What follows belongs to an exercise in optimizing a design on an open flow for small area and a short achievable clock period; a production flow would make more cautious choices. Function not checked in this run: the RTL went through the layout flow alone.

### design/flow/design.v
module square_cell #(
	parameter J = 1
)(
	input  [J:0]   r,      
	input  [J-1:0] qn,     
	input  [1:0]   b,      
	output [J+1:0] nr,
	output [J:0]   nqn
);
	wire [J+2:0] d = {r, b} + {1'b1, qn, 2'b11};
	wire ge = ~d[J+2];
	assign nqn = {qn, ~ge};
	assign nr = ge ? d[J+1:0] : {r[J-1:0], b};
endmodule
module square_cell4 #(
	parameter J = 1
)(
	input  [J:0]   r,      
	input  [J-1:0] qn,     
	input  [3:0]   b,      
	output [J+2:0] nr,
	output [J+1:0] nqn
);
	wire [J+5:0] t = {1'b0, r, b};
	wire [J+5:0] d1 = t + {3'b111, qn, 3'b111};             
	wire [J+5:0] d2 = t + {2'b11, qn, 4'b1100};             
	wire [J+5:0] d3 = t + {3'b111, qn, 3'b000} + {2'b11, qn, 4'b1111};  
	wire ge1 = ~d1[J+5];
	wire ge2 = ~d2[J+5];
	wire ge3 = ~d3[J+5];
	assign nqn = {qn, ~ge2, ~((ge1 & ~ge2) | ge3)};
	assign nr = ge3 ? d3[J+2:0] : ge2 ? d2[J+2:0] : ge1 ? d1[J+2:0] : t[J+2:0];
endmodule
module square_extractor #(
	parameter WIDTH = 32
)(
	input clk,     
	input rst_n,   
	input din_valid,
	input [2 * WIDTH - 1:0]radicand,
	output dout_valid,
	output [WIDTH - 1:0]dout,
	output [2 * WIDTH - 1:0]remainder
);
	wire [4:0] qn5;
	wire [5:0] r5;
	wire [4:0] q5_t;
	wire [9:0] sq5_t;
	assign q5_t = (radicand[63:54] >= 10'd961) ? 5'd31 : (radicand[63:54] >= 10'd900) ? 5'd30 : (radicand[63:54] >= 10'd841) ? 5'd29 : (radicand[63:54] >= 10'd784) ? 5'd28 : (radicand[63:54] >= 10'd729) ? 5'd27 : (radicand[63:54] >= 10'd676) ? 5'd26 : (radicand[63:54] >= 10'd625) ? 5'd25 : (radicand[63:54] >= 10'd576) ? 5'd24 : (radicand[63:54] >= 10'd529) ? 5'd23 : (radicand[63:54] >= 10'd484) ? 5'd22 : (radicand[63:54] >= 10'd441) ? 5'd21 : (radicand[63:54] >= 10'd400) ? 5'd20 : (radicand[63:54] >= 10'd361) ? 5'd19 : (radicand[63:54] >= 10'd324) ? 5'd18 : (radicand[63:54] >= 10'd289) ? 5'd17 : (radicand[63:54] >= 10'd256) ? 5'd16 : (radicand[63:54] >= 10'd225) ? 5'd15 : (radicand[63:54] >= 10'd196) ? 5'd14 : (radicand[63:54] >= 10'd169) ? 5'd13 : (radicand[63:54] >= 10'd144) ? 5'd12 : (radicand[63:54] >= 10'd121) ? 5'd11 : (radicand[63:54] >= 10'd100) ? 5'd10 : (radicand[63:54] >= 10'd81) ? 5'd9 : (radicand[63:54] >= 10'd64) ? 5'd8 : (radicand[63:54] >= 10'd49) ? 5'd7 : (radicand[63:54] >= 10'd36) ? 5'd6 : (radicand[63:54] >= 10'd25) ? 5'd5 : (radicand[63:54] >= 10'd16) ? 5'd4 : (radicand[63:54] >= 10'd9) ? 5'd3 : (radicand[63:54] >= 10'd4) ? 5'd2 : (radicand[63:54] >= 10'd1) ? 5'd1 : 5'd0;
	assign sq5_t = (radicand[63:54] >= 10'd961) ? 10'd961 : (radicand[63:54] >= 10'd900) ? 10'd900 : (radicand[63:54] >= 10'd841) ? 10'd841 : (radicand[63:54] >= 10'd784) ? 10'd784 : (radicand[63:54] >= 10'd729) ? 10'd729 : (radicand[63:54] >= 10'd676) ? 10'd676 : (radicand[63:54] >= 10'd625) ? 10'd625 : (radicand[63:54] >= 10'd576) ? 10'd576 : (radicand[63:54] >= 10'd529) ? 10'd529 : (radicand[63:54] >= 10'd484) ? 10'd484 : (radicand[63:54] >= 10'd441) ? 10'd441 : (radicand[63:54] >= 10'd400) ? 10'd400 : (radicand[63:54] >= 10'd361) ? 10'd361 : (radicand[63:54] >= 10'd324) ? 10'd324 : (radicand[63:54] >= 10'd289) ? 10'd289 : (radicand[63:54] >= 10'd256) ? 10'd256 : (radicand[63:54] >= 10'd225) ? 10'd225 : (radicand[63:54] >= 10'd196) ? 10'd196 : (radicand[63:54] >= 10'd169) ? 10'd169 : (radicand[63:54] >= 10'd144) ? 10'd144 : (radicand[63:54] >= 10'd121) ? 10'd121 : (radicand[63:54] >= 10'd100) ? 10'd100 : (radicand[63:54] >= 10'd81) ? 10'd81 : (radicand[63:54] >= 10'd64) ? 10'd64 : (radicand[63:54] >= 10'd49) ? 10'd49 : (radicand[63:54] >= 10'd36) ? 10'd36 : (radicand[63:54] >= 10'd25) ? 10'd25 : (radicand[63:54] >= 10'd16) ? 10'd16 : (radicand[63:54] >= 10'd9) ? 10'd9 : (radicand[63:54] >= 10'd4) ? 10'd4 : (radicand[63:54] >= 10'd1) ? 10'd1 : 10'd0;
	assign qn5 = ~q5_t;
	wire [9:0] r5_t = radicand[63:54] - sq5_t;
	assign r5 = r5_t[5:0];
	wire [53:0] x5 = radicand[53:0];
	reg v_s0;
	reg [4:0] qn_s0;
	reg [5:0] r_s0;
	reg [53:0] x_s0;
	always @(posedge clk or negedge rst_n)
		if (!rst_n) v_s0 <= 1'b0;
		else v_s0 <= din_valid;
	always @(posedge clk) begin qn_s0 <= qn5; r_s0 <= r5; x_s0 <= x5; end
	wire [6:0] qn7;
	wire [7:0] r7;
	square_cell4 #(.J(5)) u_step5 (.r(r_s0), .qn(qn_s0), .b(x_s0[53:50]), .nr(r7), .nqn(qn7));
	wire [49:0] x7 = x_s0[49:0];
	reg v_s1;
	reg [6:0] qn_s1;
	reg [7:0] r_s1;
	reg [49:0] x_s1;
	always @(posedge clk or negedge rst_n)
		if (!rst_n) v_s1 <= 1'b0;
		else v_s1 <= v_s0;
	always @(posedge clk) begin qn_s1 <= qn7; r_s1 <= r7; x_s1 <= x7; end
	wire [8:0] qn9;
	wire [9:0] r9;
	square_cell4 #(.J(7)) u_step7 (.r(r_s1), .qn(qn_s1), .b(x_s1[49:46]), .nr(r9), .nqn(qn9));
	wire [45:0] x9 = x_s1[45:0];
	reg v_s2;
	reg [8:0] qn_s2;
	reg [9:0] r_s2;
	reg [45:0] x_s2;
	always @(posedge clk or negedge rst_n)
		if (!rst_n) v_s2 <= 1'b0;
		else v_s2 <= v_s1;
	always @(posedge clk) begin qn_s2 <= qn9; r_s2 <= r9; x_s2 <= x9; end
	wire [10:0] qn11;
	wire [11:0] r11;
	square_cell4 #(.J(9)) u_step9 (.r(r_s2), .qn(qn_s2), .b(x_s2[45:42]), .nr(r11), .nqn(qn11));
	wire [41:0] x11 = x_s2[41:0];
	reg v_s3;
	reg [10:0] qn_s3;
	reg [11:0] r_s3;
	reg [41:0] x_s3;
	always @(posedge clk or negedge rst_n)
		if (!rst_n) v_s3 <= 1'b0;
		else v_s3 <= v_s2;
	always @(posedge clk) begin qn_s3 <= qn11; r_s3 <= r11; x_s3 <= x11; end
	wire [12:0] qn13;
	wire [13:0] r13;
	square_cell4 #(.J(11)) u_step11 (.r(r_s3), .qn(qn_s3), .b(x_s3[41:38]), .nr(r13), .nqn(qn13));
	wire [37:0] x13 = x_s3[37:0];
	reg v_s4;
	reg [12:0] qn_s4;
	reg [13:0] r_s4;
	reg [37:0] x_s4;
	always @(posedge clk or negedge rst_n)
		if (!rst_n) v_s4 <= 1'b0;
		else v_s4 <= v_s3;
	always @(posedge clk) begin qn_s4 <= qn13; r_s4 <= r13; x_s4 <= x13; end
	wire [13:0] qn14;
	wire [14:0] r14;
	square_cell #(.J(13)) u_step13 (.r(r_s4), .qn(qn_s4), .b(x_s4[37:36]), .nr(r14), .nqn(qn14));
	wire [35:0] x14 = x_s4[35:0];
	reg v_s5;
	reg [13:0] qn_s5;
	reg [14:0] r_s5;
	reg [35:0] x_s5;
	always @(posedge clk or negedge rst_n)
		if (!rst_n) v_s5 <= 1'b0;
		else v_s5 <= v_s4;
	always @(posedge clk) begin qn_s5 <= qn14; r_s5 <= r14; x_s5 <= x14; end
	wire [14:0] qn15;
	wire [15:0] r15;
	square_cell #(.J(14)) u_step14 (.r(r_s5), .qn(qn_s5), .b(x_s5[35:34]), .nr(r15), .nqn(qn15));
	wire [33:0] x15 = x_s5[33:0];
	reg v_s6;
	reg [14:0] qn_s6;
	reg [15:0] r_s6;
	reg [33:0] x_s6;
	always @(posedge clk or negedge rst_n)
		if (!rst_n) v_s6 <= 1'b0;
		else v_s6 <= v_s5;
	always @(posedge clk) begin qn_s6 <= qn15; r_s6 <= r15; x_s6 <= x15; end
	wire [15:0] qn16;
	wire [16:0] r16;
	square_cell #(.J(15)) u_step15 (.r(r_s6), .qn(qn_s6), .b(x_s6[33:32]), .nr(r16), .nqn(qn16));
	wire [31:0] x16 = x_s6[31:0];
	reg v_s7;
	reg [15:0] qn_s7;
	reg [16:0] r_s7;
	reg [31:0] x_s7;
	always @(posedge clk or negedge rst_n)
		if (!rst_n) v_s7 <= 1'b0;
		else v_s7 <= v_s6;
	always @(posedge clk) begin qn_s7 <= qn16; r_s7 <= r16; x_s7 <= x16; end
	wire [16:0] qn17;
	wire [17:0] r17;
	square_cell #(.J(16)) u_step16 (.r(r_s7), .qn(qn_s7), .b(x_s7[31:30]), .nr(r17), .nqn(qn17));
	wire [29:0] x17 = x_s7[29:0];
	reg v_s8;
	reg [16:0] qn_s8;
	reg [17:0] r_s8;
	reg [29:0] x_s8;
	always @(posedge clk or negedge rst_n)
		if (!rst_n) v_s8 <= 1'b0;
		else v_s8 <= v_s7;
	always @(posedge clk) begin qn_s8 <= qn17; r_s8 <= r17; x_s8 <= x17; end
	wire [17:0] qn18;
	wire [18:0] r18;
	square_cell #(.J(17)) u_step17 (.r(r_s8), .qn(qn_s8), .b(x_s8[29:28]), .nr(r18), .nqn(qn18));
	wire [27:0] x18 = x_s8[27:0];
	reg v_s9;
	reg [17:0] qn_s9;
	reg [18:0] r_s9;
	reg [27:0] x_s9;
	always @(posedge clk or negedge rst_n)
		if (!rst_n) v_s9 <= 1'b0;
		else v_s9 <= v_s8;
	always @(posedge clk) begin qn_s9 <= qn18; r_s9 <= r18; x_s9 <= x18; end
	wire [18:0] qn19;
	wire [19:0] r19;
	square_cell #(.J(18)) u_step18 (.r(r_s9), .qn(qn_s9), .b(x_s9[27:26]), .nr(r19), .nqn(qn19));
	wire [25:0] x19 = x_s9[25:0];
	reg v_s10;
	reg [18:0] qn_s10;
	reg [19:0] r_s10;
	reg [25:0] x_s10;
	always @(posedge clk or negedge rst_n)
		if (!rst_n) v_s10 <= 1'b0;
		else v_s10 <= v_s9;
	always @(posedge clk) begin qn_s10 <= qn19; r_s10 <= r19; x_s10 <= x19; end
	wire [19:0] qn20;
	wire [20:0] r20;
	square_cell #(.J(19)) u_step19 (.r(r_s10), .qn(qn_s10), .b(x_s10[25:24]), .nr(r20), .nqn(qn20));
	wire [23:0] x20 = x_s10[23:0];
	reg v_s11;
	reg [19:0] qn_s11;
	reg [20:0] r_s11;
	reg [23:0] x_s11;
	always @(posedge clk or negedge rst_n)
		if (!rst_n) v_s11 <= 1'b0;
		else v_s11 <= v_s10;
	always @(posedge clk) begin qn_s11 <= qn20; r_s11 <= r20; x_s11 <= x20; end
	wire [20:0] qn21;
	wire [21:0] r21;
	square_cell #(.J(20)) u_step20 (.r(r_s11), .qn(qn_s11), .b(x_s11[23:22]), .nr(r21), .nqn(qn21));
	wire [21:0] x21 = x_s11[21:0];
	reg v_s12;
	reg [20:0] qn_s12;
	reg [21:0] r_s12;
	reg [21:0] x_s12;
	always @(posedge clk or negedge rst_n)
		if (!rst_n) v_s12 <= 1'b0;
		else v_s12 <= v_s11;
	always @(posedge clk) begin qn_s12 <= qn21; r_s12 <= r21; x_s12 <= x21; end
	wire [21:0] qn22;
	wire [22:0] r22;
	square_cell #(.J(21)) u_step21 (.r(r_s12), .qn(qn_s12), .b(x_s12[21:20]), .nr(r22), .nqn(qn22));
	wire [19:0] x22 = x_s12[19:0];
	reg v_s13;
	reg [21:0] qn_s13;
	reg [22:0] r_s13;
	reg [19:0] x_s13;
	always @(posedge clk or negedge rst_n)
		if (!rst_n) v_s13 <= 1'b0;
		else v_s13 <= v_s12;
	always @(posedge clk) begin qn_s13 <= qn22; r_s13 <= r22; x_s13 <= x22; end
	wire [22:0] qn23;
	wire [23:0] r23;
	square_cell #(.J(22)) u_step22 (.r(r_s13), .qn(qn_s13), .b(x_s13[19:18]), .nr(r23), .nqn(qn23));
	wire [17:0] x23 = x_s13[17:0];
	reg v_s14;
	reg [22:0] qn_s14;
	reg [23:0] r_s14;
	reg [17:0] x_s14;
	always @(posedge clk or negedge rst_n)
		if (!rst_n) v_s14 <= 1'b0;
		else v_s14 <= v_s13;
	always @(posedge clk) begin qn_s14 <= qn23; r_s14 <= r23; x_s14 <= x23; end
	wire [23:0] qn24;
	wire [24:0] r24;
	square_cell #(.J(23)) u_step23 (.r(r_s14), .qn(qn_s14), .b(x_s14[17:16]), .nr(r24), .nqn(qn24));
	wire [15:0] x24 = x_s14[15:0];
	reg v_s15;
	reg [23:0] qn_s15;
	reg [24:0] r_s15;
	reg [15:0] x_s15;
	always @(posedge clk or negedge rst_n)
		if (!rst_n) v_s15 <= 1'b0;
		else v_s15 <= v_s14;
	always @(posedge clk) begin qn_s15 <= qn24; r_s15 <= r24; x_s15 <= x24; end
	wire [24:0] qn25;
	wire [25:0] r25;
	square_cell #(.J(24)) u_step24 (.r(r_s15), .qn(qn_s15), .b(x_s15[15:14]), .nr(r25), .nqn(qn25));
	wire [13:0] x25 = x_s15[13:0];
	reg v_s16;
	reg [24:0] qn_s16;
	reg [25:0] r_s16;
	reg [13:0] x_s16;
	always @(posedge clk or negedge rst_n)
		if (!rst_n) v_s16 <= 1'b0;
		else v_s16 <= v_s15;
	always @(posedge clk) begin qn_s16 <= qn25; r_s16 <= r25; x_s16 <= x25; end
	wire [25:0] qn26;
	wire [26:0] r26;
	square_cell #(.J(25)) u_step25 (.r(r_s16), .qn(qn_s16), .b(x_s16[13:12]), .nr(r26), .nqn(qn26));
	wire [11:0] x26 = x_s16[11:0];
	reg v_s17;
	reg [25:0] qn_s17;
	reg [26:0] r_s17;
	reg [11:0] x_s17;
	always @(posedge clk or negedge rst_n)
		if (!rst_n) v_s17 <= 1'b0;
		else v_s17 <= v_s16;
	always @(posedge clk) begin qn_s17 <= qn26; r_s17 <= r26; x_s17 <= x26; end
	wire [26:0] qn27;
	wire [27:0] r27;
	square_cell #(.J(26)) u_step26 (.r(r_s17), .qn(qn_s17), .b(x_s17[11:10]), .nr(r27), .nqn(qn27));
	wire [9:0] x27 = x_s17[9:0];
	reg v_s18;
	reg [26:0] qn_s18;
	reg [27:0] r_s18;
	reg [9:0] x_s18;
	always @(posedge clk or negedge rst_n)
		if (!rst_n) v_s18 <= 1'b0;
		else v_s18 <= v_s17;
	always @(posedge clk) begin qn_s18 <= qn27; r_s18 <= r27; x_s18 <= x27; end
	wire [27:0] qn28;
	wire [28:0] r28;
	square_cell #(.J(27)) u_step27 (.r(r_s18), .qn(qn_s18), .b(x_s18[9:8]), .nr(r28), .nqn(qn28));
	wire [7:0] x28 = x_s18[7:0];
	reg v_s19;
	reg [27:0] qn_s19;
	reg [28:0] r_s19;
	reg [7:0] x_s19;
	always @(posedge clk or negedge rst_n)
		if (!rst_n) v_s19 <= 1'b0;
		else v_s19 <= v_s18;
	always @(posedge clk) begin qn_s19 <= qn28; r_s19 <= r28; x_s19 <= x28; end
	wire [28:0] qn29;
	wire [29:0] r29;
	square_cell #(.J(28)) u_step28 (.r(r_s19), .qn(qn_s19), .b(x_s19[7:6]), .nr(r29), .nqn(qn29));
	wire [5:0] x29 = x_s19[5:0];
	reg v_s20;
	reg [28:0] qn_s20;
	reg [29:0] r_s20;
	reg [5:0] x_s20;
	always @(posedge clk or negedge rst_n)
		if (!rst_n) v_s20 <= 1'b0;
		else v_s20 <= v_s19;
	always @(posedge clk) begin qn_s20 <= qn29; r_s20 <= r29; x_s20 <= x29; end
	wire [29:0] qn30;
	wire [30:0] r30;
	square_cell #(.J(29)) u_step29 (.r(r_s20), .qn(qn_s20), .b(x_s20[5:4]), .nr(r30), .nqn(qn30));
	wire [3:0] x30 = x_s20[3:0];
	reg v_s21;
	reg [29:0] qn_s21;
	reg [30:0] r_s21;
	reg [3:0] x_s21;
	always @(posedge clk or negedge rst_n)
		if (!rst_n) v_s21 <= 1'b0;
		else v_s21 <= v_s20;
	always @(posedge clk) begin qn_s21 <= qn30; r_s21 <= r30; x_s21 <= x30; end
	wire [30:0] qn31;
	wire [31:0] r31;
	square_cell #(.J(30)) u_step30 (.r(r_s21), .qn(qn_s21), .b(x_s21[3:2]), .nr(r31), .nqn(qn31));
	wire [1:0] x31 = x_s21[1:0];
	reg v_s22;
	reg [30:0] qn_s22;
	reg [31:0] r_s22;
	reg [1:0] x_s22;
	always @(posedge clk or negedge rst_n)
		if (!rst_n) v_s22 <= 1'b0;
		else v_s22 <= v_s21;
	always @(posedge clk) begin qn_s22 <= qn31; r_s22 <= r31; x_s22 <= x31; end
	wire [31:0] qn32;
	wire [32:0] r32;
	square_cell #(.J(31)) u_step31 (.r(r_s22), .qn(qn_s22), .b(x_s22[1:0]), .nr(r32), .nqn(qn32));
	reg v_s23;
	reg [31:0] qn_s23;
	reg [32:0] r_s23;
	always @(posedge clk or negedge rst_n)
		if (!rst_n) v_s23 <= 1'b0;
		else v_s23 <= v_s22;
	always @(posedge clk) begin qn_s23 <= qn32; r_s23 <= r32; end
	assign dout_valid = v_s23;
	assign dout = ~qn_s23;
	assign remainder = {31'b0, r_s23};
endmodule
### design/flow/run.sh
#!/bin/bash
# synth_recipe.tcl (not shown) runs the flow's synth.tcl, then flattens the netlist and writes it again
# the make line also repeats each setting of config.mk as NAME=value (left out here)
make -C /OpenROAD-flow-scripts/flow DESIGN_CONFIG=/design/flow/config.mk WORK_HOME=/design/flow/orfs CLKGATE_MAP_FILE= SYNTH_SCRIPT=/design/flow/synth_recipe.tcl finish
### design/flow/config.mk
export PLATFORM = sky130hd
export DESIGN_NAME = square_extractor
export DESIGN_NICKNAME = square_extractor
export VERILOG_FILES = /design/flow/design.v
export SDC_FILE = /design/flow/constraint.sdc
export NUM_CORES = 8
export LEC_CHECK = 0
export ABC_AREA = 1
export CAP_MARGIN = 20
export CORE_MARGIN = 2
export CORE_UTILIZATION = 40
export CTS_CLUSTER_DIAMETER = 60
export CTS_CLUSTER_SIZE = 30
export SETUP_SLACK_MARGIN = 3.1
export SLEW_MARGIN = 20
### design/flow/constraint.sdc
create_clock -name core_clock -period 5.5 [get_ports {clk}]
set_input_delay 1.1000 -clock core_clock [delete_from_list [all_inputs] [get_ports {clk}]]
set_output_delay 1.1000 -clock core_clock [all_outputs]
set_load 0.01 [all_outputs]
==> impl_metrics.json <==
{
  "synth_enable_flop_cells": 0,
  "cts_made_buffers": 131,
  "clkSlewWorstSetupHoldPaths_ns": 0.08,
  "finalNetCount": 8386,
  "synth_top_cell_area_share_pct": 48.4,
  "outcome": "timing/DRC/antenna clean",
  "numPlacedInstances": 9129,
  "drive_above_1_share_pct": 34.5,
  "drc": 0,
  "slew_violations": 0,
  "place.detailed.hpwl_mm": 108,
  "cts.sink_count": 1584,
  "yosys_most_used_dff": "dfxtp_1",
  "hold_start": "x_s13[5]",
  "root_buffer": "clkbuf_16",
  "hold_violations": 0,
  "insertedDiodeCount": 0,
  "routed_wirelength_mm": 173,
  "critical_path.endpoint_type": "register",
  "detail_route.first_pass.iterations": 7,
  "clock.fmax_mhz": 312,
  "critical_path_required_ns": 6.14,
  "synthToLayoutAreaGrowth_pct": 36.2,
  "avg_vias_per_cell": 5.01,
  "min_path_type": "register to register",
  "fin_tns_setup_ns": 0,
  "start_util_pct": 40.2,
  "worstMarginPinSlew_ns": 0.685,
  "r2r_start": "qn_s3[1]",
  "synthCells": 6922,
  "ys.warnings.count": 1,
  "groute.usage.overall_pct": 19.6,
  "area_of_the_die_um2": 165000,
  "placementRows": 147,
  "cts-root-to-sink-buffers": 3,
  "grt_overflow_total": 0,
  "placement.io_buffers": 132,
  "die_width_um": 406,
  "routabilityCongestion": 0.887,
  "yosys-top-cells-count": "dfxtp_1 (1,560), nand2_1 (1,310), a21oi_1 (604)",
  "critical_path_class": "primary input to register",
  "max_slew_margin_pct": 54.2,
  "synth.yosys.seq_area_share_pct": 49.3,
  "crit_fanout": 4,
  "die_y_um": 406,
  "h-tree-depth": 4,
  "crit_arrival_ns": 3.84,
  "drt-initial-drc-count": 2228,
  "wire_per_inst_um": 17.3,
  "clkLatencyLatePin_ns": 0.79,
  "min_period_over_period_pct": 58.2,
  "synth_top_cells_by_area": "dfxtp_1 (48%), ha_1 (11%), nand2_1 (7.6%)",
  "ff2ff_setup_slack_ns": 2.42,
  "core-area_um2": 160000,
  "cp-start-kind": "primary input",
  "worstHoldEndpoint": "x_s14[5]",
  "setup_repair_after_global_routing_missed_its_margin": "yes",
  "via_count": 50000,
  "synth.avg_cell_area_um2": 9.33,
  "regToRegEndpoint": "r_s4[7]",
  "r2r.worst_path.cells": 16,
  "synthesis.area_um2": 64600,
  "ys_types": 72,
  "period_needed_ns": 3.20,
  "holdPathStages": 0,
  "max_cap_violations": 0,
  "ant_nets": 0,
  "cts_tree": "done",
  "grt_start_max_net_pins": 47,
  "proportion_of_synthesized_flip_flops_having_asynchronous_set_or_reset_pct": 1.52,
  "first_global_vias": 49600,
  "antenna_violations_before_repair": 3,
  "report.final.setup_viol": 0,
  "worst_clock_skew_ns": 0.0481,
  "yosys.cell_count.top_type": "dfxtp_1",
  "library_cell_with_the_largest_summed_area_after_synthesis": "dfxtp_1",
  "post_layout_nonfiller_instances": 9976,
  "ioPinCount": 164,
  "ys_seq_elements": 1584,
  "grt_pass1_wl_mm": 259
}
repair_timing:
item / in CTS / in global routing
pin swaps: 298 / 388
resized for setup: 1705 / 1176
setup buffers: 323 / 185
hold buffers: 0 / 0
endpoints found under the hold margin: 0 / 0
cloned: 84 / 11
endpoints found under the setup margin: 592 / 543
stage by stage:
step	setup WS, ns	utilization, %	cell area (um^2)	hold WS (ns)
3_3_place_gp	0.522	42.5	68200	0.310
3_5_place_dp	0.697	42.5	68200	0.312
5_1_grt	2.02	54.8	88000	0.297
6_report	2.30	54.8	88000	0.292
4_1_cts	2.29	50.9	81700	0.298
2_1_floorplan	2.02	-	65000	0.309
sequential cells by signal, summed over array words and instances, names as in the netlist, 28 cells and up:
register	cells
x_s7	32
x_s9	28
qn_s23	32
x_s8	30
x_s3	42
x_s4	38
r_s23	33
x_s5	36
r_s21	31
r_s20	30
x_s6	34
x_s1	50
qn_s21	30
x_s2	46
x_s0	54
qn_s20	29
qn_s22	31
r_s19	29
r_s22	32
r_s18	28
qn_s19	28
worst max-delay path, stage by stage:
cell and delay, ns:
buf_8 0.10, nor2_4 0.14, nand2_2 0.08, nand2_4 0.11, nand3_4 0.10, nor2_1 0.11, nor2_1 0.04, nor3_1 0.19
o21ai_1 0.12, nand2_1 0.07, nand3_1 0.08, nand2_1 0.07, a21boi_1 0.07, o21ai_1 0.21, nand2_1 0.08, nand2_1 0.08
nand2_2 0.07, ha_4 0.23, a21o_1 0.20, a21oi_2 0.11, nor2_1 0.05, nor2_1 0.13, xor2_1 0.18, xnor2_1 0.09
cells in the final DEF, fill, tap and decap left out, types with 221 or more instances in the layout:
| cell type | instances |
|---|---|
| o21ai_0 | 269 |
| nand2_2 | 232 |
| a21oi_1 | 435 |
| xor2_1 | 273 |
| nand2_1 | 856 |
| dfxtp_1 | 1284 |
| o21ai_2 | 291 |
| nand2_4 | 221 |
| buf_4 | 376 |
| ha_1 | 356 |
| inv_1 | 468 |
| xnor2_1 | 229 |
worst max path at each step:
| stage | startpoint | end | cells after the start | slack (ns) |
|---|---|---|---|---|
| 2_1_floorplan | radicand[59] | r_s0[5] | 29 | 2.02 |
| 3_3_place_gp | radicand[61] | r_s0[5] | 29 | 0.52 |
| 3_5_place_dp | radicand[61] | r_s0[5] | 22 | 0.70 |
| 4_1_cts | radicand[61] | r_s0[5] | 34 | 2.29 |
| 5_1_grt | radicand[60] | r_s0[5] | 34 | 2.02 |
| 6_report | radicand[54] | r_s0[5] | 24 | 2.30 |
per-layer routing:
metal / routed length [um] / track usage [%] / vias to the layer above
li1: - / - / 24900
met1: 71400 / 23.2 / 23600
met2: 86700 / 35.0 / 1073
met3: 6510 / 2.87 / 461
met4: 8070 / 8.41 / 2
met5: 13 / 0 / -
layout make-up:
cell class | count | area, um^2
repair inverters | 67 | 998
clock buffers | 144 | 3460
clock inverters | 100 | 1280
multi-input cells | 4695 | 38200
flip-flops and latches | 1584 | 32300
inverters | 550 | 2360
well taps | 2160 | 2700
repair buffers | 676 | 6680
fillers | 13500 | 72400
cells by family after synthesis:
| family | Yosys count | share of synthesized area (%) |
|---|---|---|
| AO/OA/AOI/OAI | 1673 | 15.0 |
| XOR/XNOR | 518 | 7.10 |
| adder cells (fa/ha/maj) | 614 | 12.3 |
| buffers and inverters | 677 | 4.56 |
| flip-flops | 1584 | 49.3 |
| other | 1 | 0.00581 |
| AND/OR/NAND/NOR | 1855 | 11.7 |

-- re-timing with driven ports --
The flow's constraints put no driver on any port. The routed layout listed below was extracted and timed again, unchanged, in two steps.
Step 1, drivers: a clkbuf_16 drives clk and a buf_2 each remaining input, both assumed.
Step 2 adds t to the input delays and takes it off the output delays; t is the mean of the earliest and latest rising clock arrival at the registers after step 1. Input paths then give back, and output paths get back, about the clock's delay inside the block.
Slacks: no drivers / after step 1 / after step 2; pairs: no drivers / after step 1.
shift t [ns]: 0.837
setup WS [ns]: 2.297 / 2.334 / 1.497
clock arrival spread, ns: 0.058 / 0.058
pins driven straight from the clock port: 1
After both steps this run still meets setup and hold. The setup slack of this run moves by +0.037 ns with the drivers and by -0.800 ns with both steps.
